Background: an optimization exercise with open tools, aiming at small area and a short achievable clock period. Do not read the settings as production practice.
RTL that was checked went through simulation tests only; none was proved equivalent to the original.
No functional check of the RTL was part of run 4.
Power is estimated from default activity; no workload was simulated.

--- flow/config.mk ---
export PLATFORM = sky130hd
export DESIGN_NAME = lru
export DESIGN_NICKNAME = lru
export VERILOG_FILES = /design/flow/design.v
export SDC_FILE = /design/flow/constraint.sdc
export NUM_CORES = 4
export LEC_CHECK = 0
export CAP_MARGIN = 20
export CORE_MARGIN = 2
export CORE_UTILIZATION = 50
export PLACE_DENSITY = 0.75
export SETUP_SLACK_MARGIN = 3.9
export SLEW_MARGIN = 20
export SYNTH_HIERARCHICAL = 1
export SYNTH_MINIMUM_KEEP_SIZE = 0
--- flow/constraint.sdc ---
create_clock -name core_clock -period 7.5 [get_ports {clk}]
set_input_delay 1.5000 -clock core_clock [delete_from_list [all_inputs] [get_ports {clk}]]
set_output_delay 1.5000 -clock core_clock [all_outputs]
set_load 0.01 [all_outputs]
--- flow/design.v ---
module lru_out #(
  parameter N = 32,
  parameter W = 5
)(
  input  logic         ls_valid_i,
  input  logic [1:0]   ls_op_i,
  input  logic [W-1:0] sel_idx,
  output logic         lru_valid_o,
  output logic [N-1:0] lru_way_o
);
  logic st;
  assign st = ls_valid_i & ls_op_i[1] & ~ls_op_i[0];
  assign lru_valid_o = st;
  for (genvar i = 0; i < N; i++) begin : g_out
    assign lru_way_o[i] = st & (sel_idx == i);
  end
endmodule
module lru_free #(
  parameter N = 32,
  parameter W = 5
)(
  input  logic [N-1:0] valid,
  output logic         full,
  output logic [W-1:0] ff_idx
);
  logic [N:0]   all_below;    
  logic [N-1:0] first_free;
  always_comb begin
    for (int i = 0; i <= N; i++) begin
      all_below[i] = 1'b1;
      for (int j = 0; j < i; j++)
        all_below[i] = all_below[i] & valid[j];
    end
  end
  assign full = all_below[N];
  for (genvar i = 0; i < N; i++) begin : g_ff
    assign first_free[i] = ~valid[i] & all_below[i];
  end
  always_comb begin
    ff_idx = '0;
    for (int i = 0; i < N; i++)
      ff_idx = ff_idx | (i[W-1:0] & {W{first_free[i]}});
  end
endmodule
module lru_move #(
  parameter N = 32,
  parameter W = 5
)(
  input  logic [N*W-1:0] slots,
  input  logic [W-1:0]   use_idx,
  input  logic           act,
  output logic [N-1:0]   move
);
  logic [N-1:0] hit;
  for (genvar k = 0; k < N; k++) begin : g_hit
    assign hit[k] = (slots[k*W +: W] == use_idx);
  end
  always_comb begin
    for (int k = 0; k < N; k++) begin
      move[k] = act;
      for (int j = 0; j < k; j++)
        move[k] = move[k] & ~hit[j];
    end
  end
endmodule
module lru #(
  parameter NUM_WAYS = 32
)(
  input   logic                         clk,
  input   logic                         reset,
  input   logic                         ls_valid_i,
  input   logic [1:0]                   ls_op_i,
  input   logic [$clog2(NUM_WAYS)-1:0]  ls_way_i,
  output  logic                         lru_valid_o,
  output  logic [NUM_WAYS-1:0]          lru_way_o
);
  localparam W = $clog2(NUM_WAYS);
  logic st, inv, act;
  assign st  = ls_valid_i &  ls_op_i[1] & ~ls_op_i[0];
  assign inv = ls_valid_i &  ls_op_i[1] &  ls_op_i[0];
  assign act = ls_valid_i & (ls_op_i[1] ^ ls_op_i[0]);
  logic [NUM_WAYS-1:0]   valid_q;    
  logic [NUM_WAYS*W-1:0] slot_q;     
  logic [W-1:0]          ff_q;
  logic                  full_q;
  logic [W-1:0] sel_idx;
  assign sel_idx = full_q ? slot_q[(NUM_WAYS-1)*W +: W] : ff_q;
  lru_out #(.N(NUM_WAYS), .W(W)) u_out (
    .ls_valid_i(ls_valid_i), .ls_op_i(ls_op_i), .sel_idx(sel_idx),
    .lru_valid_o(lru_valid_o), .lru_way_o(lru_way_o)
  );
  logic [W-1:0]        use_idx;
  logic [NUM_WAYS-1:0] move;
  assign use_idx = ls_op_i[0] ? ls_way_i : sel_idx;
  lru_move #(.N(NUM_WAYS), .W(W)) u_move (
    .slots(slot_q), .use_idx(use_idx), .act(act), .move(move)
  );
  always_ff @(posedge clk) begin
    if (move[0])
      slot_q[0 +: W] <= use_idx;
    for (int k = 1; k < NUM_WAYS; k++)
      if (move[k])
        slot_q[k*W +: W] <= slot_q[(k-1)*W +: W];
  end
  logic [NUM_WAYS-1:0] valid_d;
  logic                full_d;
  logic [W-1:0]        ff_d;
  for (genvar i = 0; i < NUM_WAYS; i++) begin : g_valid
    assign valid_d[i] = (inv & (ls_way_i == i)) ? 1'b0 : (valid_q[i] | lru_way_o[i]);
  end
  lru_free #(.N(NUM_WAYS), .W(W)) u_free (
    .valid(valid_d), .full(full_d), .ff_idx(ff_d)
  );
  always_ff @(posedge clk or posedge reset) begin
    if (reset) begin
      valid_q <= '0;
      ff_q    <= '0;
      full_q  <= 1'b0;
    end else begin
      valid_q <= valid_d;
      ff_q    <= ff_d;
      full_q  <= full_d;
    end
  end
endmodule
--- flow/flow/run.sh ---
#!/bin/bash
# Standard layout (standard.sh), with slow many-input cells (or4, nor4, or3,
# nor3, a2111, ...) kept out of synthesis and repair in addition to the
# platform's own don't-use list. dont_use.txt holds the platform's list
# followed by the added cells; extra_vars.txt holds further ORFS make
# variables. standard.sh's make output goes to standard.log.
set -euo pipefail
here=$(cd "$(dirname "$0")" && pwd)
cells=$(tr '\n' ' ' < "$here/dont_use.txt")
read -r -a extra < "$here/extra_vars.txt" || true
bash standard.sh "DONT_USE_CELLS=$cells" "${extra[@]}" finish > standard.log 2>&1
--- flow/flow/dont_use.txt ---
sky130_fd_sc_hd__probe_p_8
sky130_fd_sc_hd__probec_p_8
sky130_fd_sc_hd__lpflow_bleeder_1
sky130_fd_sc_hd__lpflow_clkbufkapwr_1
sky130_fd_sc_hd__lpflow_clkbufkapwr_16
sky130_fd_sc_hd__lpflow_clkbufkapwr_2
sky130_fd_sc_hd__lpflow_clkbufkapwr_4
sky130_fd_sc_hd__lpflow_clkbufkapwr_8
sky130_fd_sc_hd__lpflow_clkinvkapwr_1
sky130_fd_sc_hd__lpflow_clkinvkapwr_16
sky130_fd_sc_hd__lpflow_clkinvkapwr_2
sky130_fd_sc_hd__lpflow_clkinvkapwr_4
sky130_fd_sc_hd__lpflow_clkinvkapwr_8
sky130_fd_sc_hd__lpflow_decapkapwr_12
sky130_fd_sc_hd__lpflow_decapkapwr_3
sky130_fd_sc_hd__lpflow_decapkapwr_4
sky130_fd_sc_hd__lpflow_decapkapwr_6
sky130_fd_sc_hd__lpflow_decapkapwr_8
sky130_fd_sc_hd__lpflow_inputiso0n_1
sky130_fd_sc_hd__lpflow_inputiso0p_1
sky130_fd_sc_hd__lpflow_inputiso1n_1
sky130_fd_sc_hd__lpflow_inputiso1p_1
sky130_fd_sc_hd__lpflow_inputisolatch_1
sky130_fd_sc_hd__lpflow_isobufsrc_1
sky130_fd_sc_hd__lpflow_isobufsrc_16
sky130_fd_sc_hd__lpflow_isobufsrc_2
sky130_fd_sc_hd__lpflow_isobufsrc_4
sky130_fd_sc_hd__lpflow_isobufsrc_8
sky130_fd_sc_hd__lpflow_isobufsrckapwr_16
sky130_fd_sc_hd__lpflow_lsbuf_lh_hl_isowell_tap_1
sky130_fd_sc_hd__lpflow_lsbuf_lh_hl_isowell_tap_2
sky130_fd_sc_hd__lpflow_lsbuf_lh_hl_isowell_tap_4
sky130_fd_sc_hd__lpflow_lsbuf_lh_isowell_4
sky130_fd_sc_hd__lpflow_lsbuf_lh_isowell_tap_1
sky130_fd_sc_hd__lpflow_lsbuf_lh_isowell_tap_2
sky130_fd_sc_hd__lpflow_lsbuf_lh_isowell_tap_4
sky130_fd_sc_hd__a2111o_1
sky130_fd_sc_hd__a2111o_2
sky130_fd_sc_hd__a2111o_4
sky130_fd_sc_hd__a2111oi_0
sky130_fd_sc_hd__a2111oi_1
sky130_fd_sc_hd__a2111oi_2
sky130_fd_sc_hd__a2111oi_4
sky130_fd_sc_hd__nor4_1
sky130_fd_sc_hd__nor4_2
sky130_fd_sc_hd__nor4_4
sky130_fd_sc_hd__nor4b_1
sky130_fd_sc_hd__nor4b_2
sky130_fd_sc_hd__nor4b_4
sky130_fd_sc_hd__nor4bb_1
sky130_fd_sc_hd__nor4bb_2
sky130_fd_sc_hd__nor4bb_4
sky130_fd_sc_hd__o2111a_1
sky130_fd_sc_hd__o2111a_2
sky130_fd_sc_hd__o2111a_4
sky130_fd_sc_hd__o2111ai_1
sky130_fd_sc_hd__o2111ai_2
sky130_fd_sc_hd__o2111ai_4
sky130_fd_sc_hd__or4_1
sky130_fd_sc_hd__or4_2
sky130_fd_sc_hd__or4_4
sky130_fd_sc_hd__or4b_1
sky130_fd_sc_hd__or4b_2
sky130_fd_sc_hd__or4b_4
sky130_fd_sc_hd__or4bb_1
sky130_fd_sc_hd__or4bb_2
sky130_fd_sc_hd__or4bb_4
sky130_fd_sc_hd__a311o_1
sky130_fd_sc_hd__a311o_2
sky130_fd_sc_hd__a311o_4
sky130_fd_sc_hd__a311oi_1
sky130_fd_sc_hd__a311oi_2
sky130_fd_sc_hd__a311oi_4
sky130_fd_sc_hd__a32o_1
sky130_fd_sc_hd__a32o_2
sky130_fd_sc_hd__a32o_4
sky130_fd_sc_hd__a32oi_1
sky130_fd_sc_hd__a32oi_2
sky130_fd_sc_hd__a32oi_4
sky130_fd_sc_hd__a41o_1
sky130_fd_sc_hd__a41o_2
sky130_fd_sc_hd__a41o_4
sky130_fd_sc_hd__a41oi_1
sky130_fd_sc_hd__a41oi_2
sky130_fd_sc_hd__a41oi_4
sky130_fd_sc_hd__nor3_1
sky130_fd_sc_hd__nor3_2
sky130_fd_sc_hd__nor3_4
sky130_fd_sc_hd__nor3b_1
sky130_fd_sc_hd__nor3b_2
sky130_fd_sc_hd__nor3b_4
sky130_fd_sc_hd__o311a_1
sky130_fd_sc_hd__o311a_2
sky130_fd_sc_hd__o311a_4
sky130_fd_sc_hd__o311ai_0
sky130_fd_sc_hd__o311ai_1
sky130_fd_sc_hd__o311ai_2
sky130_fd_sc_hd__o311ai_4
sky130_fd_sc_hd__o32a_1
sky130_fd_sc_hd__o32a_2
sky130_fd_sc_hd__o32a_4
sky130_fd_sc_hd__o32ai_1
sky130_fd_sc_hd__o32ai_2
sky130_fd_sc_hd__o32ai_4
sky130_fd_sc_hd__o41a_1
sky130_fd_sc_hd__o41a_2
sky130_fd_sc_hd__o41a_4
sky130_fd_sc_hd__o41ai_1
sky130_fd_sc_hd__o41ai_2
sky130_fd_sc_hd__o41ai_4
sky130_fd_sc_hd__or3_1
sky130_fd_sc_hd__or3_2
sky130_fd_sc_hd__or3_4
sky130_fd_sc_hd__or3b_1
sky130_fd_sc_hd__or3b_2
sky130_fd_sc_hd__or3b_4
--- flow/flow/extra_vars.txt ---

--- flow/standard.sh ---
#!/bin/bash
# synth_recipe.tcl (not shown) runs the flow's synth.tcl, then flattens the netlist and writes it again
# the make line also repeats each setting of config.mk as NAME=value (left out here)
make -C /OpenROAD-flow-scripts/flow DESIGN_CONFIG=/design/flow/config.mk WORK_HOME=/design/flow/orfs CLKGATE_MAP_FILE= SYNTH_SCRIPT=/design/flow/synth_recipe.tcl "${@:-finish}"
==> results of run 1 <==
-- kinds of logic after synthesis --
kind of cell,count (synthesis),share of synthesized area
and+or+nand+nor,211,0.131
DFF,198,0.613
AOI/OAI and AO/OA,75,0.0641
xor gates and xnor gates,156,0.145
buffers and inverters,43,0.0357
muxes,9,0.0108
-- flip-flops by register name, summed over array words and instances, names as in the netlist --
signal / flops
slot_q: 160
valid_q: 32
ff_q: 5
full_q: 1
-- routing by layer --
| layer | track usage | vias up | share of wire |
|---|---|---|---|
| met5 | 0 | - | 0 |
| met4 | 0.124 | 0 | 0.046 |
| met3 | 0.0601 | 143 | 0.085 |
| met2 | 0.423 | 479 | 0.49 |
| met1 | 0.343 | 3489 | 0.38 |
| li1 | - | 2907 | - |
-- critical path, stage by stage --
cell and delay [ns]:
buf_16 0.12, nand4b_1 0.22, buf_4 0.21, nor2_2 0.20
buf_2 0.19
-- timing repair --
action | in CTS | in global routing
buffers inserted | 82 | 58
resized for setup | 292 | 72
cloned | 9 | 0
endpoints found under the setup margin | 194 | 166
pin swaps | 31 | 33
hold buffers | 0 | 0
-- Yosys cell counts, types with 3 or more instances --
master,count,area [sq um]
edfxtp_1,160,4800
xnor2_1,109,955
nor2_1,65,244
xor2_1,47,412
dfrtp_1,38,951
and3_1,31,194
o22a_1,29,254
nand2_1,25,93.8
nand4_1,21,131
nand3_1,15,75.1
inv_1,13,48.8
a31oi_1,11,68.8
buf_4,10,75.1
buf_6,9,101
mux2_2,9,101
nand4b_1,9,78.8
nand4bb_1,8,90.1
nor2b_1,8,50.1
and4b_1,5,50.1
a21oi_1,4,20.0
a22oi_1,4,30.0
and4_1,4,35.0
buf_2,4,20.0
buf_8,4,60.1
o21ai_0,4,20.0
a21boi_0,3,22.5
and2_1,3,18.8
nand3b_1,3,22.5
nand4_2,3,37.5
-- power by group --
group | total, uW | switching (uW) | internal, uW
logic | 1130 | 624 | 507
clock network | 879 | 424 | 455
registers | 1530 | 109 | 1420
-- worst max-delay path by stage --
| stage | from | to | slack (ns) | cells past startpoint |
|---|---|---|---|---|
| final | ls_op_i[0] | lru_way_o[19] | 3.56 | 5 |
| after global routing | ls_op_i[0] | slot_q[156] | 3.57 | 12 |
| after CTS | ls_op_i[0] | lru_way_o[31] | 3.65 | 6 |
| after detailed placement | ls_op_i[0] | slot_q[100] | 1.74 | 10 |
| after global placement | ls_op_i[0] | slot_q[100] | 1.92 | 10 |
| after floorplan | ls_op_i[0] | slot_q[155] | 3.67 | 11 |
-- area by class of cell --
type	instances	share of cell area
clock buffer	19	0.0343
clock inverter	13	0.00833
inverter	13	0.00506
multi-input combinational	458	0.323
sequential	198	0.456
tap	234	0.0232
timing repair buffer	186	0.150
-- metrics by stage --
stage | instances | power, uW | util | setup slack (ns) | hold WS (ns)
after floorplan | 692 | 2110 | - | 3.67 | 0.447
after global placement | 940 | 2210 | 0.536 | 1.92 | 0.448
after detailed placement | 940 | 2250 | 0.536 | 1.74 | 0.454
after CTS | 1063 | 3300 | 0.637 | 3.65 | 0.471
after global routing | 1121 | 3650 | 0.679 | 3.57 | 0.485
final | 1121 | 3540 | 0.679 | 3.56 | 0.470
==> impl_metrics.yaml, run 1 <==
outcome:
  outcome: "timing/DRC/antenna clean"
final_layout:
  antenna_cells: 0
  fin_area_sq_um: 12600
  area_growth_pct: 34.3
  regArea_sq_um: 5760
  final_cell_mix: "edfxtp_1 (160), xnor2_1 (107), buf_4 (95)"
  multi_input_area_sq_um: 4070
  drive_above_1_share: 0.383
  final.fill_count: 1100
  mostFrequentLayoutCell: "edfxtp_1"
  nets: 884
detailed_routing:
  dr.first_iter.drc_count: 845
  drt_pass1_iterations: 6
  postRouteAntennaNets: 0
  remaining_drc_errors: 0
  wire_per_inst_um: 25.4
  via_count: 7018
  vias_per_cell: 6.26
  wirelength_um: 28500
worst_setup_path:
  crit_required_ns: 6.00
  rrSetupSlack_ns: 4.10
  r2r-end: "slot_q[156]"
  cp_max_fo: 6
  r2r_cells: 10
  crit_type: "input port to output pin"
  critPathCaptureType: "output pin"
  crit_arrival_ns: 2.44
  crit_path_start_kind: "input port"
  r2r-start: "full_q"
placed_design:
  dp_hpwl_um: 13100
  gp_congestion: 0.919
  place_area_sq_um: 9950
  io_buffers: 42
job:
  drv_cap: 0
cts:
  cts_tree: "yes"
  cts_root_buffer: "clkbuf_16"
  clk_pin_slew_ns: 0.07
  cts.sinks: 198
  cts-buffers-inserted: 17
  clk_path_buf_depth: 2
  cts-htree-levels: 4
  insertion_delay_ns: 0.46
grt:
  grt-ovfl-total: 0
  grt_pass1_wl_um: 39300
  grt_pass1_vias: 6849
  antenna_found_initial: 0
  grt_max_degree: 39
  grt_use_total: 0.264
yosys:
  ys_types: 57
  ys_seq_area_frac: 0.613
  synthArstFlopShare: 0.192
  synthesis.area_sq_um: 9390
  synth_edf_count: 160
  avgSynthCellArea_sq_um: 13.6
  synth_warnings: 9
  synth_top_flop_cell: "edfxtp_1"
  synthCells: 692
  ys_ff_latch: 198
  syn-num-nets: 702
floorplanning:
  pin_count: 43
  fp.dieW_um: 141
  die_h_um: 141
  initial_core_util: 0.506
  coreArea_sq_um: 18600
  dieArea_sq_um: 19900
  rows: 50
sta:
  final_max_slew_viol_count: 0
  skew_ns: 0.0167
  slew_headroom: 0.391
  finalCritPeriodShare: 0.525
  tightest_slew_ns: 0.910
  finalHoldViolations: 0
  period_minus_slack_ns: 3.94
  fmax_ghz: 0.254
  rsz0062_at_grt: "yes"
  setup_tns_ns: 0
  setup_viol_count_final: 0
min_path:
  hold_depth: 0
  hold_end: "slot_q[25]"
  hold_start: "slot_q[20]"
  min_path_type: "flip-flop to flip-flop"
power_and_ir_drop:
  power_density_nw_per_um2: 280
  p_leak_uw: 0.00468
  ir_worst_vdd_mv: 0.222
==> inputs of run 2 (changes only) <==
--- a/flow/config.mk
+++ b/flow/config.mk
@@ -8,7 +8,6 @@
 export CAP_MARGIN = 20
 export CORE_MARGIN = 2
 export CORE_UTILIZATION = 50
-export PLACE_DENSITY = 0.75
 export SETUP_SLACK_MARGIN = 3.9
 export SLEW_MARGIN = 20
 export SYNTH_HIERARCHICAL = 1
==> run 2 against run 1 <==
Worst hold slack lost 0.0064 ns; clock-buffer cell count decreased by 1; clock power up 4.4%; flip-flop and latch count stayed put; total power is 2.1% lower; first-iteration DRC count decreased by 43%; clock skew about the same; area after synthesis unchanged; largest power group unchanged; synthesized cell count did not move.
==> impl_metrics.yaml, run 2 <==
sta:
  finalHoldViolations: 0
  fmax_ghz: 0.264
  slew_headroom: 0.539
  finalCritPeriodShare: 0.505
  setup_slack_ns: 3.71
  setup_viol_count_final: 0
  period_minus_slack_ns: 3.79
  setup_tns_ns: 0
  rsz0062_at_grt: "yes"
  final_max_slew_viol_count: 0
  tightest_slew_ns: 0.688
  skew_ns: 0.0164
yosys:
  synth_warnings: 9
  avgSynthCellArea_sq_um: 13.6
  ys_top_cells_by_count: "edfxtp_1 (160), xnor2_1 (109), nor2_1 (65)"
  ys_types: 57
  synthesis.area_sq_um: 9390
  synth.top_cell.area_share: 0.511
  synthCells: 692
  ys_ff_latch: 198
  synth_edf_count: 160
  ys_seq_area_frac: 0.613
  netlist_top_cells_area: "edfxtp_1 (51%), xnor2_1 (10%), dfrtp_1 (10%), xor2_1 (4.4%), o22a_1 (2.7%)"
  yosysMostFrequentCell: "edfxtp_1"
  syn-num-nets: 702
  synth_top_flop_cell: "edfxtp_1"
  synthArstFlopShare: 0.192
  yosys.area.top_type: "edfxtp_1"
worst_setup_path:
  r2r-start: "full_q"
  crit_required_ns: 6.00
  rrSetupSlack_ns: 4.06
  startpoint: "ls_op_i[1]"
  critPathCaptureType: "output pin"
  crit_arrival_ns: 2.29
  worstSetupEndpoint: "lru_way_o[8]"
  r2r_cells: 13
  crit_type: "input port to output pin"
  cp_max_fo: 5
  r2r-end: "ff_q[0]"
  crit_path_start_kind: "input port"
final_layout:
  mostFrequentLayoutCell: "edfxtp_1"
  nets: 869
  area_growth_pct: 33.1
  largest_register_ffs: 160
  finalNonFillerCells: 1106
  top_regs: "slot_q: 160 flops, valid_q: 32 flops, ff_q: 5 flops"
  antenna_cells: 0
  fin_area_sq_um: 12500
  final_cell_mix: "edfxtp_1 (160), xnor2_1 (104), buf_4 (89)"
  top_register: "slot_q"
  drive_above_1_share: 0.377
cts:
  cts-buffers-inserted: 17
  cts-htree-levels: 4
  clk_path_buf_depth: 2
  clk_pin_slew_ns: 0.07
  insertion_delay_ns: 0.44
  cts_tree: "yes"
  cts.sinks: 198
  cts_root_buffer: "clkbuf_16"
outcome:
  outcome: "timing/DRC/antenna clean"
floorplanning:
  pin_count: 43
  rows: 50
  fp.dieW_um: 141
  dieArea_sq_um: 19900
  initial_core_util: 0.506
  die_h_um: 141
  coreArea_sq_um: 18600
grt:
  antenna_found_initial: 0
  grt_pass1_wl_um: 36900
  grt_pass1_vias: 6500
  grt_max_degree: 39
  grt-ovfl-total: 0
  grt_use_total: 0.247
placed_design:
  dpl.cell_count: 942
  place_ws_ns: 1.83
  gp_congestion: 0.897
  dp_hpwl_um: 13800
  place_area_sq_um: 9970
  io_buffers: 42
detailed_routing:
  vias_per_cell: 5.87
  postRouteAntennaNets: 0
  via_count: 6488
  wirelength_um: 24900
  remaining_drc_errors: 0
  wire_per_inst_um: 22.5
  drt_pass1_iterations: 5
  dr.first_iter.drc_count: 485
min_path:
  hold_depth: 0
  min_path_type: "flip-flop to flip-flop"
power_and_ir_drop:
  power_density_nw_per_um2: 277
  p_leak_uw: 0.00463
  ir_worst_vdd_mv: 0.220
  power_uw: 3460
job:
  drv_cap: 0
[run 2: cell counts after synthesis]
No cell type changed its count.
[run 2: layout make-up]
type | instances | area [sq um]
clock buffers | 18 | 429
inverters | 13 | 72.6
clock inverters | 14 | 158
flip-flops and latches | 198 | 5760
multi-input cells | 461 | 4100
repair buffers | 168 | 1690
well taps | 234 | 293
fillers | 1266 | 6080
[run 2: metrics by stage]
step | hold slack, ns | util
after global placement | 0.450 | 0.536
after global routing | 0.472 | 0.673
after floorplan | 0.447 | -
after detailed placement | 0.454 | 0.536
after CTS | 0.464 | 0.643
final | 0.464 | 0.673
[run 2: worst min path at each step]
stage,slack [ns],start,endpoint
3_5_place_dp,0.45,slot_q[82],slot_q[87]
2_1_floorplan,0.45,slot_q[95],slot_q[100]
4_1_cts,0.46,slot_q[82],slot_q[87]
5_1_grt,0.47,slot_q[82],slot_q[87]
6_report,0.46,slot_q[82],slot_q[87]
3_3_place_gp,0.45,slot_q[57],slot_q[62]
[run 2: worst max-delay path, stage by stage]
cell	delay (ns)
buf_12	0.09
and4b_1	0.26
buf_6	0.13
and3_4	0.20
buf_6	0.10
[run 2: what timing repair did]
item,CTS,global route
setup buffers,81,37
endpoints found under the setup margin,194,129
pin swaps,44,40
hold buffers,0,0
cloned,12,2
gates resized for setup,321,52
[run 2: cell families (layout without fill, tap and decap cells)]
family	after synthesis	after routing	synth area share
and+or+nand+nor	211	212	0.131
DFF	198	198	0.613
xor gates and xnor gates	156	156	0.145
AOI/OAI and AO/OA	75	75	0.0641
buffers and inverters	43	213	0.0357
muxes	9	18	0.0108
[run 2: report_power, final]
| group | internal (uW) | switching, uW |
|---|---|---|
| Sequential | 1420 | 105 |
| Combinational | 459 | 561 |
| Clock | 476 | 442 |
[run 2: per-layer routing]
| layer | vias to the layer above | share of wire | global-route usage | wire [um] |
|---|---|---|---|---|
| met5 | - | 0 | 0 | 0 |
| met4 | 0 | 0.024 | 0.0942 | 607 |
| met3 | 54 | 0.059 | 0.0510 | 1470 |
| met2 | 259 | 0.48 | 0.391 | 11900 |
| met1 | 3285 | 0.44 | 0.338 | 10900 |
| li1 | 2890 | - | - | - |
==> inputs of run 3 (changes only) <==
==> flow/flow/run.sh (replaced) <==
#!/bin/bash
# Standard layout (standard.sh), with slow many-input cells (or4, nor4, or3,
# nor3, a2111, ...) kept out of synthesis and repair in addition to the
# platform's own don't-use list. dont_use.txt holds the platform's list
# followed by the added cells. standard.sh's make output goes to standard.log.
set -euo pipefail
here=$(cd "$(dirname "$0")" && pwd)
cells=$(tr '\n' ' ' < "$here/dont_use.txt")
bash standard.sh "DONT_USE_CELLS=$cells" finish > standard.log 2>&1
--- a/flow/config.mk
+++ b/flow/config.mk
@@ -7,7 +7,7 @@
 export LEC_CHECK = 0
 export CAP_MARGIN = 20
 export CORE_MARGIN = 2
-export CORE_UTILIZATION = 50
+export CORE_UTILIZATION = 30
 export SETUP_SLACK_MARGIN = 3.9
 export SLEW_MARGIN = 20
 export SYNTH_HIERARCHICAL = 1
removed: flow/flow/extra_vars.txt
==> run 3 against run 2 <==
Still clean on timing, DRC and antenna; clock skew shrank 0.0024 ns; clock power grew 5.4%; sequential share of layout area grew 0.71 points; highest routed layer unchanged.
==> impl_metrics.yaml, run 3 <==
final_layout:
  nets: 827
  mostFrequentLayoutCell: "edfxtp_1"
  top_regs: "slot_q: 160 flops, valid_q: 32 flops, ff_q: 5 flops"
  antenna_cells: 0
  fin_area_sq_um: 12300
  largest_register_ffs: 160
  finalNonFillerCells: 1226
  area_growth_pct: 31.1
  top_register: "slot_q"
  drive_above_1_share: 0.335
  final_cell_mix: "edfxtp_1 (160), xnor2_1 (106), buf_4 (59)"
yosys:
  yosysMostFrequentCell: "edfxtp_1"
  yosys.area.top_type: "edfxtp_1"
  synthCells: 692
  synth_top_flop_cell: "edfxtp_1"
  synth_edf_count: 160
  ys_ff_latch: 198
  ys_types: 57
  synth_warnings: 9
  netlist_top_cells_area: "edfxtp_1 (51%), xnor2_1 (10%), dfrtp_1 (10%), xor2_1 (4.4%), o22a_1 (2.7%)"
  synthArstFlopShare: 0.192
  ys_top_cells_by_count: "edfxtp_1 (160), xnor2_1 (109), nor2_1 (65)"
  synth.top_cell.area_share: 0.511
  ys_seq_area_frac: 0.613
  avgSynthCellArea_sq_um: 13.6
  synthesis.area_sq_um: 9390
  syn-num-nets: 702
grt:
  grt_pass1_vias: 6252
  grt_pass1_wl_um: 36200
  antenna_found_initial: 0
  grt-ovfl-total: 0
  grt_use_total: 0.145
  grt_max_degree: 39
sta:
  finalHoldViolations: 0
  fmax_ghz: 0.266
  slew_headroom: 0.487
  setup_tns_ns: 0
  rsz0062_at_grt: "yes"
  skew_ns: 0.0140
  period_minus_slack_ns: 3.76
  final_max_slew_viol_count: 0
  finalCritPeriodShare: 0.501
  tightest_slew_ns: 0.766
  setup_viol_count_final: 0
  setup_slack_ns: 3.74
placed_design:
  dp_hpwl_um: 13700
  dpl.cell_count: 1104
  gp_congestion: 0.846
  place_area_sq_um: 10200
  place_ws_ns: 1.97
  io_buffers: 42
worst_setup_path:
  worstSetupEndpoint: "lru_way_o[28]"
  r2r-start: "full_q"
  r2r-end: "slot_q[157]"
  crit_required_ns: 6.00
  r2r_cells: 9
  rrSetupSlack_ns: 4.14
  cp_max_fo: 4
  crit_type: "input port to output pin"
  critPathCaptureType: "output pin"
  startpoint: "ls_op_i[1]"
  crit_arrival_ns: 2.26
  crit_path_start_kind: "input port"
cts:
  cts.sinks: 198
  insertion_delay_ns: 0.44
  cts_tree: "yes"
  clk_pin_slew_ns: 0.07
  clk_path_buf_depth: 2
  cts-buffers-inserted: 17
  cts-htree-levels: 4
  cts_root_buffer: "clkbuf_16"
job:
  drv_cap: 0
power_and_ir_drop:
  p_comb_frac: 0.286
  pwr-share-seq: 0.437
  power_density_nw_per_um2: 283
  p_clk_frac: 0.278
  p_switching_uw: 1080
  p_leak_uw: 0.00440
  power_uw: 3480
  ir_worst_vdd_mv: 0.146
  switching_share: 0.311
  p_int_uw: 2400
detailed_routing:
  dr.first_iter.drc_count: 522
  postRouteAntennaNets: 0
  remaining_drc_errors: 0
  via_count: 6174
  wirelength_um: 24100
  wire_per_inst_um: 19.6
  vias_per_cell: 5.04
  drt_pass1_iterations: 6
floorplanning:
  dieArea_sq_um: 32700
  die_h_um: 181
  coreArea_sq_um: 30700
  rows: 64
  initial_core_util: 0.306
  pin_count: 43
  fp.dieW_um: 181
outcome:
  outcome: "timing/DRC/antenna clean"
min_path:
  min_path_type: "flip-flop to flip-flop"
run 3: cell families (layout without fill, tap and decap cells):
| family | Yosys count | count (layout) | share of synthesized area |
|---|---|---|---|
| AND/OR/NAND/NOR | 211 | 212 | 0.131 |
| flip-flops | 198 | 198 | 0.613 |
| XOR/XNOR | 156 | 156 | 0.145 |
| AO/OA/AOI/OAI | 75 | 75 | 0.0641 |
| buffers and inverters | 43 | 174 | 0.0357 |
| multiplexers | 9 | 15 | 0.0108 |
run 3: critical path, stage by stage:
cell,delay (ns)
buf_12,0.09
buf_12,0.10
and4_4,0.24
and3_4,0.22
buf_6,0.11
run 3: how the worst min path moves through the flow:
stage / from / endpoint / slack (ns) / cells past startpoint
5_1_grt: slot_q[45] / slot_q[50] / 0.48 / 0
3_5_place_dp: slot_q[45] / slot_q[50] / 0.46 / 0
4_1_cts: slot_q[103] / slot_q[108] / 0.47 / 0
2_1_floorplan: slot_q[95] / slot_q[100] / 0.45 / 0
6_report: slot_q[103] / slot_q[108] / 0.47 / 0
3_3_place_gp: slot_q[68] / slot_q[73] / 0.45 / 0
run 3: final cells by class:
class,count,area (sq um)
Fill cell,2878,18400
Sequential cell,198,5760
Multi-Input combinational cell,458,4000
Timing Repair Buffer,129,1370
Tap cell,396,495
Clock buffer,17,425
Clock inverter,15,194
Inverter,13,75.1
run 3: what timing repair did:
item                       CTS  global route
setup endpoints to repair  194           117
gates resized for setup    328            24
hold buffers                 0             0
gates cloned                10             2
pin swaps                   31            20
buffers inserted            55            23
run 3: per-stage QoR:
step / utilization / hold slack [ns]
2_1_floorplan: - / 0.447
6_report: 0.400 / 0.470
5_1_grt: 0.400 / 0.480
3_5_place_dp: 0.331 / 0.456
3_3_place_gp: 0.331 / 0.450
4_1_cts: 0.390 / 0.470
run 3: power by group through the flow:
stage	registers (uW)	logic (uW)	clock network [uW]
2_1_floorplan	1500	610	0
3_3_place_gp	1540	702	0
3_5_place_dp	1540	709	0
4_1_cts	1520	886	981
5_1_grt	1540	1070	1020
6_report	1520	995	968
run 3: metal layers:
metal	up-vias	GRT usage	routed length, um
li1	2802	-	-
met1	3097	0.192	10500
met2	225	0.236	11500
met3	50	0.0292	1490
met4	0	0.0520	552
met5	-	0	0
==> inputs of run 4 (changes only) <==
--- a/flow/design.v
+++ b/flow/design.v
@@ -1,19 +1,43 @@
-module lru_out #(
-  parameter N = 32,
+module lru_predec #(
   parameter W = 5
 )(
-  input  logic         ls_valid_i,
-  input  logic [1:0]   ls_op_i,
   input  logic [W-1:0] sel_idx,
-  output logic         lru_valid_o,
+  output logic [3:0]   lo,       
+  output logic [7:0]   hi        
+);
+  for (genvar i = 0; i < 4; i++) begin : g_lo
+    assign lo[i] = (sel_idx[1:0] == i);
+  end
+  for (genvar i = 0; i < 8; i++) begin : g_hi
+    assign hi[i] = (sel_idx[4:2] == i);
+  end
+endmodule
+module lru_selgate #(
+  parameter N = 32
+)(
+  input  logic [3:0]   lo,
+  input  logic [7:0]   hi,
+  output logic [N-1:0] sel_n
+);
+  for (genvar i = 0; i < N; i++) begin : g_sel
+    assign sel_n[i] = ~(lo[i%4] & hi[i/4]);
+  end
+endmodule
+module lru_stn (
+  input  logic       ls_valid_i,
+  input  logic [1:0] ls_op_i,
+  output logic       st_n
+);
+  assign st_n = ~(ls_valid_i & ls_op_i[1] & ~ls_op_i[0]);
+endmodule
+module lru_outgate #(
+  parameter N = 32
+)(
+  input  logic         st_n,
+  input  logic [N-1:0] sel_n,
   output logic [N-1:0] lru_way_o
 );
-  logic st;
-  assign st = ls_valid_i & ls_op_i[1] & ~ls_op_i[0];
-  assign lru_valid_o = st;
-  for (genvar i = 0; i < N; i++) begin : g_out
-    assign lru_way_o[i] = st & (sel_idx == i);
-  end
+  assign lru_way_o = ~(sel_n | {N{st_n}});
 endmodule
 module lru_free #(
   parameter N = 32,
@@ -85,10 +109,15 @@
   logic                  full_q;
   logic [W-1:0] sel_idx;
   assign sel_idx = full_q ? slot_q[(NUM_WAYS-1)*W +: W] : ff_q;
-  lru_out #(.N(NUM_WAYS), .W(W)) u_out (
-    .ls_valid_i(ls_valid_i), .ls_op_i(ls_op_i), .sel_idx(sel_idx),
-    .lru_valid_o(lru_valid_o), .lru_way_o(lru_way_o)
-  );
+  logic [3:0]          sel_lo;
+  logic [7:0]          sel_hi;
+  logic [NUM_WAYS-1:0] sel_n;
+  logic                st_n;
+  lru_predec #(.W(W)) u_predec (.sel_idx(sel_idx), .lo(sel_lo), .hi(sel_hi));
+  lru_selgate #(.N(NUM_WAYS)) u_selgate (.lo(sel_lo), .hi(sel_hi), .sel_n(sel_n));
+  lru_stn u_stn (.ls_valid_i(ls_valid_i), .ls_op_i(ls_op_i), .st_n(st_n));
+  lru_outgate #(.N(NUM_WAYS)) u_outgate (.st_n(st_n), .sel_n(sel_n), .lru_way_o(lru_way_o));
+  assign lru_valid_o = st;
   logic [W-1:0]        use_idx;
   logic [NUM_WAYS-1:0] move;
   assign use_idx = ls_op_i[0] ? ls_way_i : sel_idx;
==> flow/flow/run.sh (replaced) <==
#!/bin/bash
# Standard layout (standard.sh), with slow many-input cells (or4, nor4, or3,
# nor3, a2111, ...) kept out of synthesis and repair in addition to the
# platform's own don't-use list. dont_use.txt holds the platform's list
# followed by the added cells; extra_vars.txt holds further ORFS make
# variables. standard.sh's make output goes to standard.log.
set -euo pipefail
here=$(cd "$(dirname "$0")" && pwd)
cells=$(tr '\n' ' ' < "$here/dont_use.txt")
read -r -a extra < "$here/extra_vars.txt" || true
bash standard.sh "DONT_USE_CELLS=$cells" "${extra[@]}" finish > standard.log 2>&1
==> flow/flow/extra_vars.txt (new file) <==

==> run 4 against run 3 <==
First-iteration DRC count down 6.5%; clock-buffer cell count unchanged; still clean; design area up 0.71%; utilization down 0.44 points; area after synthesis up 0.87%; worst hold slack about the same; clock skew down 0.0012 ns; sequential share of layout area down 0.32 points; combinational power about the same; critical path type unchanged; final cell count up 6.0%; flip-flop and latch count unchanged; largest cell class unchanged; largest power group unchanged.
==> impl_metrics.yaml, run 4 <==
cts:
  cts-buffers-inserted: 17
  cts_hold_buf: 0
  cts_root_buffer: "clkbuf_16"
  cts.sinks: 198
  clk_pin_slew_ns: 0.07
  cts_tree: "yes"
  insertion_delay_ns: 0.44
  cts-htree-levels: 4
  clk_path_buf_depth: 2
yosys:
  synth_edf_count: 160
  ys_top_cells_by_count: "edfxtp_1 (160), nor2_1 (116), xnor2_1 (109)"
  synthesis.area_sq_um: 9480
  synth_top_flop_cell: "edfxtp_1"
  ys_types: 59
  synthArstFlopShare: 0.192
  ys_seq_area_frac: 0.607
  synth_warnings: 9
  synthCells: 760
  avgSynthCellArea_sq_um: 12.5
  yosysMostFrequentCell: "edfxtp_1"
  yosys.area.top_type: "edfxtp_1"
  synth.top_cell.area_share: 0.507
  syn-num-nets: 770
  ys_ff_latch: 198
  netlist_top_cells_area: "edfxtp_1 (51%), xnor2_1 (10%), dfrtp_1 (10%), nor2_1 (4.6%), xor2_1 (4.3%)"
sta:
  tightest_slew_ns: 0.501
  setup_viol_count_final: 0
  slew_headroom: 0.664
  final_max_slew_viol_count: 0
  hold_slack_ns: 0.470
  finalCritPeriodShare: 0.527
  skew_ns: 0.0128
  finalHoldViolations: 0
  rsz0062_at_grt: "yes"
  setup_slack_ns: 3.55
  period_minus_slack_ns: 3.95
  fmax_ghz: 0.253
  setup_tns_ns: 0
floorplanning:
  initial_core_util: 0.303
  die_h_um: 182
  dieArea_sq_um: 33000
  rows: 65
  pin_count: 43
  fp.dieW_um: 182
  coreArea_sq_um: 31300
min_path:
  hold_start: "slot_q[66]"
  min_path_type: "flip-flop to flip-flop"
worst_setup_path:
  path_cells: "buf_12, nand3b_1, buf_6, buf_6, buf_16, nor2_4, buf_6"
  cp_slowest_stage_delay_ns: 0.18
  startpoint: "ls_op_i[0]"
  r2r-start: "full_q"
  cp.buffers_inverters: 5
  crit_type: "input port to output pin"
  cpMostUsedCell: "buf_6"
  crit_path_start_kind: "input port"
  cp_max_fo: 5
  crit_arrival_ns: 2.45
  crit_required_ns: 6.00
  critPathCaptureType: "output pin"
  slowest_stage: "buf_6"
  cp_top_family: "buffers and inverters"
power_and_ir_drop:
  p_clk_frac: 0.279
  power_uw: 3510
  switching_share: 0.314
  p_comb_frac: 0.290
  pwr-share-seq: 0.430
  ir_worst_vdd_mv: 0.140
  p_switching_uw: 1100
  p_int_uw: 2410
  power_density_nw_per_um2: 283
  p_leak_uw: 0.00442
placed_design:
  place_area_sq_um: 10400
  gp_congestion: 0.840
  io_buffers: 42
  dp_hpwl_um: 13500
  place_ws_ns: 1.72
final_layout:
  nets: 894
  area_growth_pct: 30.9
  largest_register_ffs: 160
  final_cell_mix: "edfxtp_1 (160), xnor2_1 (107), buf_4 (71)"
  top_regs: "slot_q: 160 flops, valid_q: 32 flops, ff_q: 5 flops"
  drive_above_1_share: 0.323
  fin_area_sq_um: 12400
  top_register: "slot_q"
  mostFrequentLayoutCell: "edfxtp_1"
  antenna_cells: 0
job:
  drv_cap: 0
grt:
  grt_pass1_vias: 6455
  grt_use_total: 0.142
  antenna_found_initial: 0
  grt_max_degree: 39
  grt-ovfl-total: 0
  grt_pass1_wl_um: 35900
detailed_routing:
  dr.first_iter.drc_count: 488
  vias_per_cell: 4.86
  postRouteAntennaNets: 0
  drt_pass1_iterations: 6
  wirelength_um: 23200
  wire_per_inst_um: 17.8
  via_count: 6319
  remaining_drc_errors: 0
outcome:
  outcome: "timing/DRC/antenna clean"
-- run 4: routing by layer --
metal	part of all wire	vias up	global-route usage	wire, um
met5	0	-	0	0
met2	0.48	177	0.227	11100
li1	-	2933	-	-
met3	0.048	21	0.0289	1110
met1	0.46	3188	0.192	10600
met4	0.014	0	0.0517	320
-- run 4: repair_timing --
action                                  in CTS  in global routing
gates cloned                                 8                  0
resized for setup                          257                 70
setup buffers                               57                 30
pin swaps                                   40                 26
endpoints found under the setup margin     216                153
hold endpoints to repair                     0                  0
-- run 4: logic make-up (layout without fill, tap and decap cells) --
family | Yosys count | after routing | share of synthesized area
multiplexers | 8 | 11 | 0.0107
AND/OR/NAND/NOR | 270 | 270 | 0.140
XOR/XNOR | 156 | 156 | 0.144
AO/OA/AOI/OAI | 76 | 77 | 0.0569
buffers and inverters | 52 | 185 | 0.0412
flip-flops | 198 | 198 | 0.607
-- run 4: power groups by stage --
stage | Combinational, uW | Clock (uW) | Sequential, uW
6_report | 1020 | 981 | 1510
5_1_grt | 1100 | 1040 | 1530
4_1_cts | 906 | 1000 | 1510
3_5_place_dp | 739 | 0 | 1530
3_3_place_gp | 729 | 0 | 1530
2_1_floorplan | 629 | 0 | 1500
-- run 4: area by class of cell --
type / count / area [sq um]
fillers: 2848 / 18900
clock buffers: 17 / 425
multi-input cells: 514 / 4010
clock inverters: 15 / 203
repair buffers: 139 / 1430
inverters: 14 / 78.8
flip-flops and latches: 198 / 5760
well taps: 402 / 503
-- run 4: path summary, 6_finish.rpt --
check	to	slack, ns	cells after the start
worst max-delay path	lru_way_o[28]	3.55	7
worst min-delay path	slot_q[71]	0.47	0
worst max register to register	ff_q[1]	4.30	12
worst min register to register	slot_q[71]	0.47	0
max in group asynchronous	full_q	5.64	3
min in group asynchronous	valid_q[23]	1.49	3
-- run 4: metrics by stage --
| step | cells | util |
|---|---|---|
| 2_1_floorplan | 760 | - |
| 3_5_place_dp | 1172 | 0.332 |
| 6_report | 1299 | 0.396 |
| 3_3_place_gp | 1172 | 0.332 |
| 4_1_cts | 1269 | 0.382 |
| 5_1_grt | 1299 | 0.396 |
-- run 4: Yosys stat by module, one instance, submodules excluded, excerpt --
module   flops+latches  cells  cell area [sq um]
lru_stn              0      1               7.51
lru                198    303               6390
-- run 4: worst register-to-register path, delay by kind of cell, from the launching register on --
family                 cells  cell delay [ns]
multiplexers               1             0.43
AO/OA/AOI/OAI              5             1.11
AND/OR/NAND/NOR            5             0.98
buffers and inverters      1             0.12
flip-flops                 1             0.45
==> inputs of run 5 (changes only) <==
--- a/flow/design.v
+++ b/flow/design.v
@@ -112,11 +112,16 @@
   logic [3:0]          sel_lo;
   logic [7:0]          sel_hi;
   logic [NUM_WAYS-1:0] sel_n;
-  logic                st_n;
+  logic [3:0]          st_n;       
   lru_predec #(.W(W)) u_predec (.sel_idx(sel_idx), .lo(sel_lo), .hi(sel_hi));
   lru_selgate #(.N(NUM_WAYS)) u_selgate (.lo(sel_lo), .hi(sel_hi), .sel_n(sel_n));
-  lru_stn u_stn (.ls_valid_i(ls_valid_i), .ls_op_i(ls_op_i), .st_n(st_n));
-  lru_outgate #(.N(NUM_WAYS)) u_outgate (.st_n(st_n), .sel_n(sel_n), .lru_way_o(lru_way_o));
+  for (genvar c = 0; c < 4; c++) begin : g_st
+    lru_stn u_stn (.ls_valid_i(ls_valid_i), .ls_op_i(ls_op_i), .st_n(st_n[c]));
+    lru_outgate #(.N(NUM_WAYS/4)) u_outgate (
+      .st_n(st_n[c]), .sel_n(sel_n[c*NUM_WAYS/4 +: NUM_WAYS/4]),
+      .lru_way_o(lru_way_o[c*NUM_WAYS/4 +: NUM_WAYS/4])
+    );
+  end
   assign lru_valid_o = st;
   logic [W-1:0]        use_idx;
   logic [NUM_WAYS-1:0] move;
--- a/flow/config.mk
+++ b/flow/config.mk
@@ -8,6 +8,7 @@
 export CAP_MARGIN = 20
 export CORE_MARGIN = 2
 export CORE_UTILIZATION = 30
+export CTS_BUF_LIST = sky130_fd_sc_hd__clkbuf_8
 export SETUP_SLACK_MARGIN = 3.9
 export SLEW_MARGIN = 20
 export SYNTH_HIERARCHICAL = 1
==> run 5 against run 4 <==
Die area rose by 0.35%; routed wire length rose by 3.6%; clock-buffer cell count did not move; critical path depth fell by 2; largest power group unchanged; still clean; total power fell by 10%; sequential share of layout area rose by 1.2 points; first-iteration DRC count rose by 2.0%; combinational power barely moved; non-clock buffer count rose by 4; design area fell by 2.5%; largest cell class unchanged; synthesized cell count rose by 0.53%.
==> impl_metrics.yaml, run 5 <==
outcome:
  outcome: "timing/DRC/antenna clean"
yosys:
  ys_seq_area_frac: 0.605
  synthesis.area_sq_um: 9510
  synth.top_cell.area_share: 0.505
  yosysMostFrequentCell: "edfxtp_1"
  synth_edf_count: 160
  synthArstFlopShare: 0.192
  synth_top_flop_cell: "edfxtp_1"
  avgSynthCellArea_sq_um: 12.4
  ys_top_cells_by_count: "edfxtp_1 (160), nor2_1 (116), xnor2_1 (109)"
  synth_warnings: 9
  yosys.area.top_type: "edfxtp_1"
  syn-num-nets: 774
  ys_types: 59
  ys_ff_latch: 198
  netlist_top_cells_area: "edfxtp_1 (51%), xnor2_1 (10%), dfrtp_1 (10%), nor2_1 (4.6%), xor2_1 (4.3%)"
  synthCells: 764
detailed_routing:
  wl_met2_um: 11100
  dr.first_iter.drc_count: 498
  drt_pass1_iterations: 5
  postRouteAntennaNets: 0
  highest_layer: "met4"
  wire_per_inst_um: 18.4
  met3_length_um: 1700
  remaining_drc_errors: 0
  wl_met1_um: 10800
  vias_per_cell: 4.86
  via_count: 6352
  wirelength_um: 24000
final_layout:
  drive_above_1_share: 0.317
  antenna_cells: 0
  fin_area_sq_um: 12100
  final_cell_mix: "edfxtp_1 (160), xnor2_1 (106), buf_4 (74)"
  top_register: "slot_q"
  final.fill_count: 2983
  area_growth_pct: 27.2
  top_regs: "slot_q: 160 flops, valid_q: 32 flops, ff_q: 5 flops"
  mostFrequentLayoutCell: "edfxtp_1"
  nets: 903
  largest_register_ffs: 160
floorplanning:
  fp.dieW_um: 182
  coreArea_sq_um: 31400
  rows: 65
  die_h_um: 182
  pin_count: 43
  dieArea_sq_um: 33100
  initial_core_util: 0.303
sta:
  setup_tns_ns: 0
  slew_headroom: 0.621
  finalCritPeriodShare: 0.505
  final_max_slew_viol_count: 0
  tightest_slew_ns: 0.566
  skew_ns: 0.0160
  fmax_ghz: 0.264
  finalHoldViolations: 0
  rsz0062_at_grt: "yes"
  setup_viol_count_final: 0
  period_minus_slack_ns: 3.78
power_and_ir_drop:
  ir_worst_vdd_mv: 0.130
  power_uw: 3140
  p_leak_uw: 0.00429
  power_density_nw_per_um2: 260
worst_setup_path:
  crit_required_ns: 6.00
  crit_type: "input port to output pin"
  critPathCaptureType: "output pin"
  crit_path_start_kind: "input port"
  cp_max_fo: 8
  crit_arrival_ns: 2.28
job:
  drv_cap: 0
cts:
  cts_tree: "yes"
  cts_hold_buf: 0
  cts.sinks: 198
  cts-htree-levels: 4
  clk_pin_slew_ns: 0.10
  cts-buffers-inserted: 17
  cts_root_buffer: "clkbuf_8"
  insertion_delay_ns: 0.47
  clk_path_buf_depth: 2
placed_design:
  dp_hpwl_um: 13700
  gp_congestion: 0.835
  io_buffers: 42
  place_area_sq_um: 10200
grt:
  grt_use_total: 0.147
  grt_pass1_wl_um: 37000
  grt_max_degree: 39
  antenna_found_initial: 0
  grt_pass1_vias: 6400
  grt-ovfl-total: 0
min_path:
  min_path_type: "flip-flop to flip-flop"
run 5: path summary, 6_finish.rpt:
kind / startpoint / slack, ns / endpoint / depth (start not counted)
worst min register to register: slot_q[57] / 0.47 / slot_q[62] / 0
worst max register to register: full_q / 4.10 / slot_q[156] / 10
max in group asynchronous: reset / 5.69 / full_q / 3
min in group asynchronous: reset / 1.44 / valid_q[14] / 3
worst min-delay path: slot_q[57] / 0.47 / slot_q[62] / 0
worst max-delay path: ls_op_i[0] / 3.72 / lru_way_o[20] / 5
run 5: metal layers:
layer / vias to the layer above / track usage
met2: 227 / 0.227
met1: 3140 / 0.206
met5: - / 0
met3: 35 / 0.0337
met4: 0 / 0.0429
li1: 2950 / -
run 5: kinds of logic (layout without fill, tap and decap cells):
family | after synthesis | count (layout) | synth area share
xor gates and xnor gates | 156 | 156 | 0.144
and+or+nand+nor | 273 | 274 | 0.141
AOI/OAI and AO/OA | 76 | 78 | 0.0567
muxes | 8 | 11 | 0.0107
DFF | 198 | 198 | 0.605
buffers and inverters | 53 | 187 | 0.0422
run 5: where the power goes:
group          switching (uW)  internal [uW]  leakage (uW)
clock                     376            259      0.000184
combinational             560            431       0.00214
sequential                105           1410       0.00197
run 5: cell type report:
type | count | area, sq um | share of cell area
Inverter | 14 | 65.1 | 0.00538
Clock buffer | 17 | 234 | 0.0194
Multi-Input combinational cell | 519 | 4030 | 0.334
Tap cell | 402 | 503 | 0.0416
Timing Repair Buffer | 143 | 1390 | 0.115
Sequential cell | 198 | 5760 | 0.476
Clock inverter | 13 | 113 | 0.00931
run 5: Yosys stat by module, one instance, submodules excluded, excerpt:
module   area [sq um]  cells
lru              6390    303
lru_stn          7.51      1
run 5: worst max-delay path, cell delays in order:
cell      delay [ns]
buf_16          0.12
nand3b_1        0.23
buf_6           0.20
nor2_4          0.12
buf_6           0.11
run 5: per-stage QoR:
stage	worst slack, ns	cells	util	hold WS [ns]
2_1_floorplan	3.60	764	-	0.447
3_3_place_gp	1.92	1174	0.326	0.447
3_5_place_dp	1.85	1174	0.326	0.456
4_1_cts	3.78	1275	0.371	0.472
5_1_grt	3.70	1306	0.385	0.480
6_report	3.72	1306	0.385	0.473
run 5: what timing repair did:
action,in CTS,in global routing
hold endpoints to repair,0,0
pin swaps,43,18
resized for setup,310,54
buffers inserted,65,30
setup endpoints to repair,193,145
cloned,6,1
==> inputs of run 6 (changes only) <==
--- a/flow/config.mk
+++ b/flow/config.mk
@@ -8,7 +8,6 @@
 export CAP_MARGIN = 20
 export CORE_MARGIN = 2
 export CORE_UTILIZATION = 30
-export CTS_BUF_LIST = sky130_fd_sc_hd__clkbuf_8
 export SETUP_SLACK_MARGIN = 3.9
 export SLEW_MARGIN = 20
 export SYNTH_HIERARCHICAL = 1
==> run 6 against run 5 <==
Critical path depth is the same; still clean on timing, DRC and antenna; clock power increased by 36%; highest routed layer unchanged; worst hold slack worse by 0.0052 ns; fmax is essentially flat; register-to-register slack improved by 0.19 ns; routed wire length shrank 0.35%; critical path type unchanged; largest power group unchanged.
==> impl_metrics.yaml, run 6 <==
cts:
  cts_root_buffer: "clkbuf_16"
  cts-buffers-inserted: 17
  cts-htree-levels: 4
  cts_tree: "yes"
  clk_path_buf_depth: 2
  insertion_delay_ns: 0.44
  clk_pin_slew_ns: 0.07
  cts.sinks: 198
yosys:
  ys_ff_latch: 198
  synth_edf_count: 160
  synthCells: 764
  yosys.area_share.simple: 0.141
  synth.top_cell.area_share: 0.505
  synthArstFlopShare: 0.192
  synth-compound-area-share: 0.0567
  synthAdderAreaFrac: 0
  synth_xor_area_frac: 0.144
  ys_types: 59
  synth_warnings: 9
  synthesis.area_sq_um: 9510
  ys_seq_area_frac: 0.605
  yosysMostFrequentCell: "edfxtp_1"
  synth.area.mux_share: 0.0107
  avgSynthCellArea_sq_um: 12.4
  yosys.area.top_type: "edfxtp_1"
  ys_top_cells_by_count: "edfxtp_1 (160), nor2_1 (116), xnor2_1 (109)"
  syn-num-nets: 774
  synth_top_flop_cell: "edfxtp_1"
  netlist_top_cells_area: "edfxtp_1 (51%), xnor2_1 (10%), dfrtp_1 (10%), nor2_1 (4.6%), xor2_1 (4.3%)"
  synth_top_family_by_area: "XOR/XNOR gates"
detailed_routing:
  dr.first_iter.drc_count: 555
  wire_per_inst_um: 18.5
  wirelength_um: 23900
  remaining_drc_errors: 0
  drt_pass1_iterations: 5
  via_count: 6374
  postRouteAntennaNets: 0
  vias_per_cell: 4.93
final_layout:
  finalNonFillerCells: 1292
  regArea_sq_um: 5760
  multi_input_area_sq_um: 3970
  mostFrequentLayoutCell: "edfxtp_1"
  antenna_cells: 0
  final_cell_mix: "edfxtp_1 (160), xnor2_1 (109), buf_4 (67)"
  area_growth_pct: 27.4
  top_register: "slot_q"
  drive_above_1_share: 0.300
  largest_register_ffs: 160
  top_regs: "slot_q: 160 flops, valid_q: 32 flops, ff_q: 5 flops"
  nets: 889
  final.fill_count: 2971
worst_setup_path:
  slowest_stage: "nand3b_1"
  crit_type: "input port to output pin"
  cp_max_fo: 8
  cpMostUsedCell: "buf_6"
  crit_arrival_ns: 2.29
  path_cells: "buf_16, nand3b_1, buf_6, nor2_4, buf_6"
  critPathCaptureType: "output pin"
  crit_required_ns: 6.00
  crit_path_start_kind: "input port"
  cp_slowest_stage_delay_ns: 0.23
sta:
  fmax_ghz: 0.264
  setup_viol_count_final: 0
  slew_headroom: 0.624
  period_minus_slack_ns: 3.79
  final_max_slew_viol_count: 0
  tightest_slew_ns: 0.561
  finalCritPeriodShare: 0.505
  setup_tns_ns: 0
  rsz0062_at_grt: "yes"
  finalHoldViolations: 0
  setup_slack_ns: 3.71
  skew_ns: 0.0103
  hold_slack_ns: 0.468
power_and_ir_drop:
  power_density_nw_per_um2: 277
  p_leak_uw: 0.00427
  ir_worst_vdd_mv: 0.178
floorplanning:
  dieArea_sq_um: 33100
  fp.dieW_um: 182
  rows: 65
  pin_count: 43
  initial_core_util: 0.303
  coreArea_sq_um: 31400
  die_h_um: 182
placed_design:
  dpl.cell_count: 1174
  gp_congestion: 0.835
  place_ws_ns: 1.85
  dp_hpwl_um: 13700
  io_buffers: 42
outcome:
  outcome: "timing/DRC/antenna clean"
grt:
  grt-ovfl-total: 0
  grt_use_total: 0.148
  grt_pass1_vias: 6414
  grt_pass1_wl_um: 37200
  grt_max_degree: 39
  antenna_found_initial: 0
job:
  drv_cap: 0
min_path:
  min_path_type: "flip-flop to flip-flop"
==> run 6: layout make-up <==
cell class | instances | area share
clock buffer | 21 | 0.0364
clock inverter | 9 | 0.00806
inverter | 14 | 0.00496
multi-input combinational | 518 | 0.327
sequential | 198 | 0.475
tap | 402 | 0.0415
timing repair buffer | 130 | 0.106
==> run 6: stage by stage <==
step,total power (uW),instance area (sq um),util
after detailed placement,2260,10200,0.326
after CTS,3320,12000,0.381
final,3360,12100,0.386
after floorplan,2120,9640,-
after global placement,2260,10200,0.326
after global routing,3520,12100,0.386
==> run 6: power breakdown <==
part           internal [uW]  switching (uW)  total, uW
sequential              1420             103       1520
combinational            419             556        975
clock                    459             404        863
==> run 6: repair_timing <==
action                     CTS  global route
cloned                       5             0
hold buffers                 0             0
pin swaps                   48            17
gates resized for setup    324            24
buffers inserted            73            10
setup endpoints to repair  194           147
==> run 6: path summary, 6_finish.rpt <==
| check | depth (start not counted) | to | startpoint | slack, ns |
|---|---|---|---|---|
| min | 0 | slot_q[62] | slot_q[57] | 0.47 |
| max | 5 | lru_way_o[20] | ls_op_i[0] | 3.71 |
| min reg2reg | 0 | slot_q[62] | slot_q[57] | 0.47 |
| min in group asynchronous | 3 | valid_q[14] | reset | 1.48 |
| max in group asynchronous | 3 | full_q | reset | 5.66 |
| max reg2reg | 10 | slot_q[158] | full_q | 4.29 |
==> run 6: worst max-delay path, delay by kind of cell <==
family | cells | cell delay (ns)
buffers and inverters | 3 | 0.43
and+or+nand+nor | 2 | 0.35
==> run 6: per-layer routing <==
metal	global-route usage	vias to the layer above	share of wire
met5	0	-	0
met4	0.0432	0	0.019
met3	0.0319	39	0.068
met2	0.231	227	0.46
met1	0.208	3184	0.45
li1	-	2924	-
==> run 6: logic make-up (layout without fill, tap and decap cells) <==
| logic type | count (synthesis) | after routing |
|---|---|---|
| and+or+nand+nor | 273 | 273 |
| AOI/OAI and AO/OA | 76 | 78 |
| xor gates and xnor gates | 156 | 156 |
| DFF | 198 | 198 |
| buffers and inverters | 53 | 174 |
| muxes | 8 | 11 |
==> run 6: Yosys stat by module, one instance, submodules excluded, excerpt <==
| module | flip-flops and latches | times used | area, sq um |
|---|---|---|---|
| lru | 198 | 1 | 6390 |
| lru_stn | 0 | 4 | 7.51 |
==> inputs of run 7 (changes only) <==
--- a/flow/config.mk
+++ b/flow/config.mk
@@ -8,7 +8,8 @@
 export CAP_MARGIN = 20
 export CORE_MARGIN = 2
 export CORE_UTILIZATION = 30
-export SETUP_SLACK_MARGIN = 3.9
+export CTS_BUF_LIST = sky130_fd_sc_hd__clkbuf_8
+export SETUP_SLACK_MARGIN = 3.45
 export SLEW_MARGIN = 20
 export SYNTH_HIERARCHICAL = 1
 export SYNTH_MINIMUM_KEEP_SIZE = 0
==> run 7 against run 6 <==
Still clean; critical path depth is the same; flip-flop and latch count unchanged; first-iteration DRC count is 11% lower; design area down 10%; worst hold slack improved by 0.0010 ns; fmax decreased by 6.0%; sequential share of layout area rose by 5.5 points; routed wire length down 13%; utilization shrank 4.0 points; sequential power barely moved; clock-buffer cell count down 4; global-route usage fell by 2.3 points; critical path type unchanged; largest power group unchanged.
==> impl_metrics.yaml, run 7 <==
final_layout:
  final_cell_mix: "edfxtp_1 (160), xnor2_1 (109), nor2_1 (92)"
  mostFrequentLayoutCell: "edfxtp_1"
  largest_register_ffs: 160
  area_growth_pct: 14.1
  nets: 817
  top_register: "slot_q"
  final_core_utilization: 0.346
  top_regs: "slot_q: 160 flops, valid_q: 32 flops, ff_q: 5 flops"
  drive_above_1_share: 0.152
  antenna_cells: 0
detailed_routing:
  vias_per_cell: 4.84
  postRouteAntennaNets: 0
  dr.first_iter.drc_count: 494
  wire_per_inst_um: 17.1
  via_count: 5911
  wirelength_um: 20900
  remaining_drc_errors: 0
  drt_pass1_iterations: 7
grt:
  grt_pass1_vias: 5856
  grt_max_degree: 39
  grt_pass1_wl_um: 32400
  grt-ovfl-total: 0
  grt_use_total: 0.126
  antenna_found_initial: 0
cts:
  insertion_delay_ns: 0.47
  cts_hold_buf: 0
  clk_pin_slew_ns: 0.10
  cts-htree-levels: 4
  cts_root_buffer: "clkbuf_8"
  clk_path_buf_depth: 2
  cts.sinks: 198
  cts-buffers-inserted: 17
  cts_tree: "yes"
sta:
  finalHoldViolations: 0
  finalCritPeriodShare: 0.537
  rsz0062_at_grt: "yes"
  skew_ns: 0.0152
  setup_tns_ns: 0
  period_minus_slack_ns: 4.03
  fmax_ghz: 0.248
  final_max_slew_viol_count: 0
  tightest_slew_ns: 0.565
  setup_viol_count_final: 0
  setup_slack_ns: 3.47
  slew_headroom: 0.622
worst_setup_path:
  crit_arrival_ns: 2.53
  cp_max_fo: 13
  cp.buffers_inverters: 3
  cp_slowest_stage_delay_ns: 0.29
  cp.depth: 5
  path_cells: "clkbuf_4, nand3b_1, buf_4, nor2_1, dlygate4sd2_1"
  crit_type: "input port to output pin"
  r2r_cells: 9
  critPathCaptureType: "output pin"
  cp_top_family: "buffers and inverters"
  crit_required_ns: 6.00
  rrSetupSlack_ns: 4.23
  slowest_stage: "dlygate4sd2_1"
  crit_path_start_kind: "input port"
yosys:
  yosys.area_share.simple: 0.141
  ys_seq_area_frac: 0.605
  synth.area.mux_share: 0.0107
  ys_top_cells_by_count: "edfxtp_1 (160), nor2_1 (116), xnor2_1 (109)"
  synthArstFlopShare: 0.192
  ys_types: 59
  yosysMostFrequentCell: "edfxtp_1"
  ys_ff_latch: 198
  synthCells: 764
  synth_xor_area_frac: 0.144
  synth-compound-area-share: 0.0567
  synthesis.area_sq_um: 9510
  syn-num-nets: 774
  synth_top_flop_cell: "edfxtp_1"
  netlist_top_cells_area: "edfxtp_1 (51%), xnor2_1 (10%), dfrtp_1 (10%), nor2_1 (4.6%), xor2_1 (4.3%)"
  yosys.area.top_type: "edfxtp_1"
  synth_edf_count: 160
  synthAdderAreaFrac: 0
  synth_warnings: 9
  avgSynthCellArea_sq_um: 12.4
  synth_top_family_by_area: "XOR/XNOR gates"
  synth.top_cell.area_share: 0.505
power_and_ir_drop:
  power_density_nw_per_um2: 278
  switching_share: 0.320
  p_switching_uw: 965
  pwr-share-seq: 0.501
  p_comb_frac: 0.255
  ir_worst_vdd_mv: 0.139
  p_clk_frac: 0.244
  p_leak_uw: 0.00384
  p_int_uw: 2050
  power_uw: 3020
placed_design:
  dp_hpwl_um: 13300
  place_ws_ns: 2.01
  io_buffers: 42
  gp_congestion: 0.843
floorplanning:
  initial_core_util: 0.303
  coreArea_sq_um: 31400
  dieArea_sq_um: 33100
  die_h_um: 182
  rows: 65
  pin_count: 43
  fp.dieW_um: 182
job:
  drv_cap: 0
min_path:
  hold_depth: 0
  min_path_type: "flip-flop to flip-flop"
outcome:
  outcome: "timing/DRC/antenna clean"
[run 7: cell counts after synthesis]
Identical to the previous run, type by type.
[run 7: worst paths after layout]
kind | from | to
max | ls_op_i[0] | lru_way_o[14]
min | slot_q[20] | slot_q[25]
max reg2reg | full_q | slot_q[158]
min in group asynchronous | reset | valid_q[22]
min reg2reg | slot_q[20] | slot_q[25]
max in group asynchronous | reset | full_q
[run 7: modules after synthesis, one instance, submodules excluded, excerpt]
| module | flip-flops and latches | copies in the design | cell area [sq um] |
|---|---|---|---|
| lru | 198 | 1 | 6390 |
| lru_stn | 0 | 4 | 7.51 |
[run 7: layout make-up]
class	instances	area, sq um
Sequential cell	198	5760
Clock inverter	15	193
Inverter	14	56.3
Timing Repair Buffer	60	549
Clock buffer	17	234
Tap cell	402	503
Fill cell	3078	20500
Multi-Input combinational cell	516	3560
[run 7: per-stage QoR]
step	std cells	hold slack [ns]	cell area, sq um
floorplan	764	0.447	9510
global placement	1176	0.451	10100
detailed placement	1176	0.455	10100
CTS	1216	0.479	10700
global route	1222	0.479	10900
finish	1222	0.469	10900
[run 7: logic make-up after synthesis]
logic type / after synthesis
buffers and inverters: 53
AOI/OAI and AO/OA: 76
muxes: 8
and+or+nand+nor: 273
xor gates and xnor gates: 156
DFF: 198
[run 7: worst register-to-register path, stage by stage (launching register included)]
cell      delay (ns)
dfrtp_2         0.45
mux2_2          0.44
o21ba_2         0.25
buf_12          0.19
xor2_1          0.22
nor2_1          0.10
a22oi_1         0.26
and4b_2         0.35
nand4_1         0.25
and4bb_4        0.48
[run 7: power groups by stage]
stage | clock network (uW) | registers, uW | logic (uW)
2_1_floorplan | 0 | 1500 | 582
3_3_place_gp | 0 | 1540 | 687
3_5_place_dp | 0 | 1540 | 692
4_1_cts | 756 | 1510 | 741
5_1_grt | 798 | 1530 | 847
6_report | 735 | 1510 | 770
[run 7: what timing repair did]
item | 4_1_cts | 5_1_grt
pin swaps | 4 | 2
gates resized for setup | 88 | 34
buffers inserted | 7 | 4
endpoints found under the setup margin | 178 | 140
gates cloned | 1 | 2
[run 7: layer usage]
metal / vias up / routed length, um / part of all wire / global-route usage
met5: - / 0 / 0 / 0
met4: 0 / 356 / 0.017 / 0.0448
met3: 25 / 823 / 0.039 / 0.0209
met2: 155 / 9880 / 0.47 / 0.197
met1: 2956 / 9840 / 0.47 / 0.176
li1: 2775 / - / - / -

[static timing again, ports no longer ideal]
The results above use ideal ports. As a check the final layouts listed here were re-extracted and re-timed, cells and wires unchanged.
Step 1 assumes that a clkbuf_16 drives the clock port and a buf_2 every other input.
Step 2 moves the port delays by t, midway between the first and last clock arrival at a register: inputs arrive t later, outputs are due t later. That takes back most of the time a late clock gives input paths.
a / b / c = no drivers / after step 1 / after step 2; a / b = the first two.
run | shift t [ns] | setup WS [ns] | worst setup path at the end
run 1 | 0.498 | 3.563 / 3.444 / 3.084 | input to register
run 2 | 0.484 | 3.713 / 3.536 / 3.256 | input to register
run 3 | 0.483 | 3.739 / 3.569 / 3.193 | input to register
run 4 | 0.482 | 3.550 / 3.502 / 3.210 | input to register
run 5 | 0.505 | 3.715 / 3.654 / 3.227 | input to register
run 6 | 0.481 | 3.713 / 3.652 / 3.319 | input to register
run 7 | 0.508 | 3.471 / 3.449 / 3.075 | input to register
After both steps setup and hold are still met in every run listed. For run 3, which loses most, drivers alone change the setup slack by -0.170 ns; drivers and shift together by -0.546 ns.
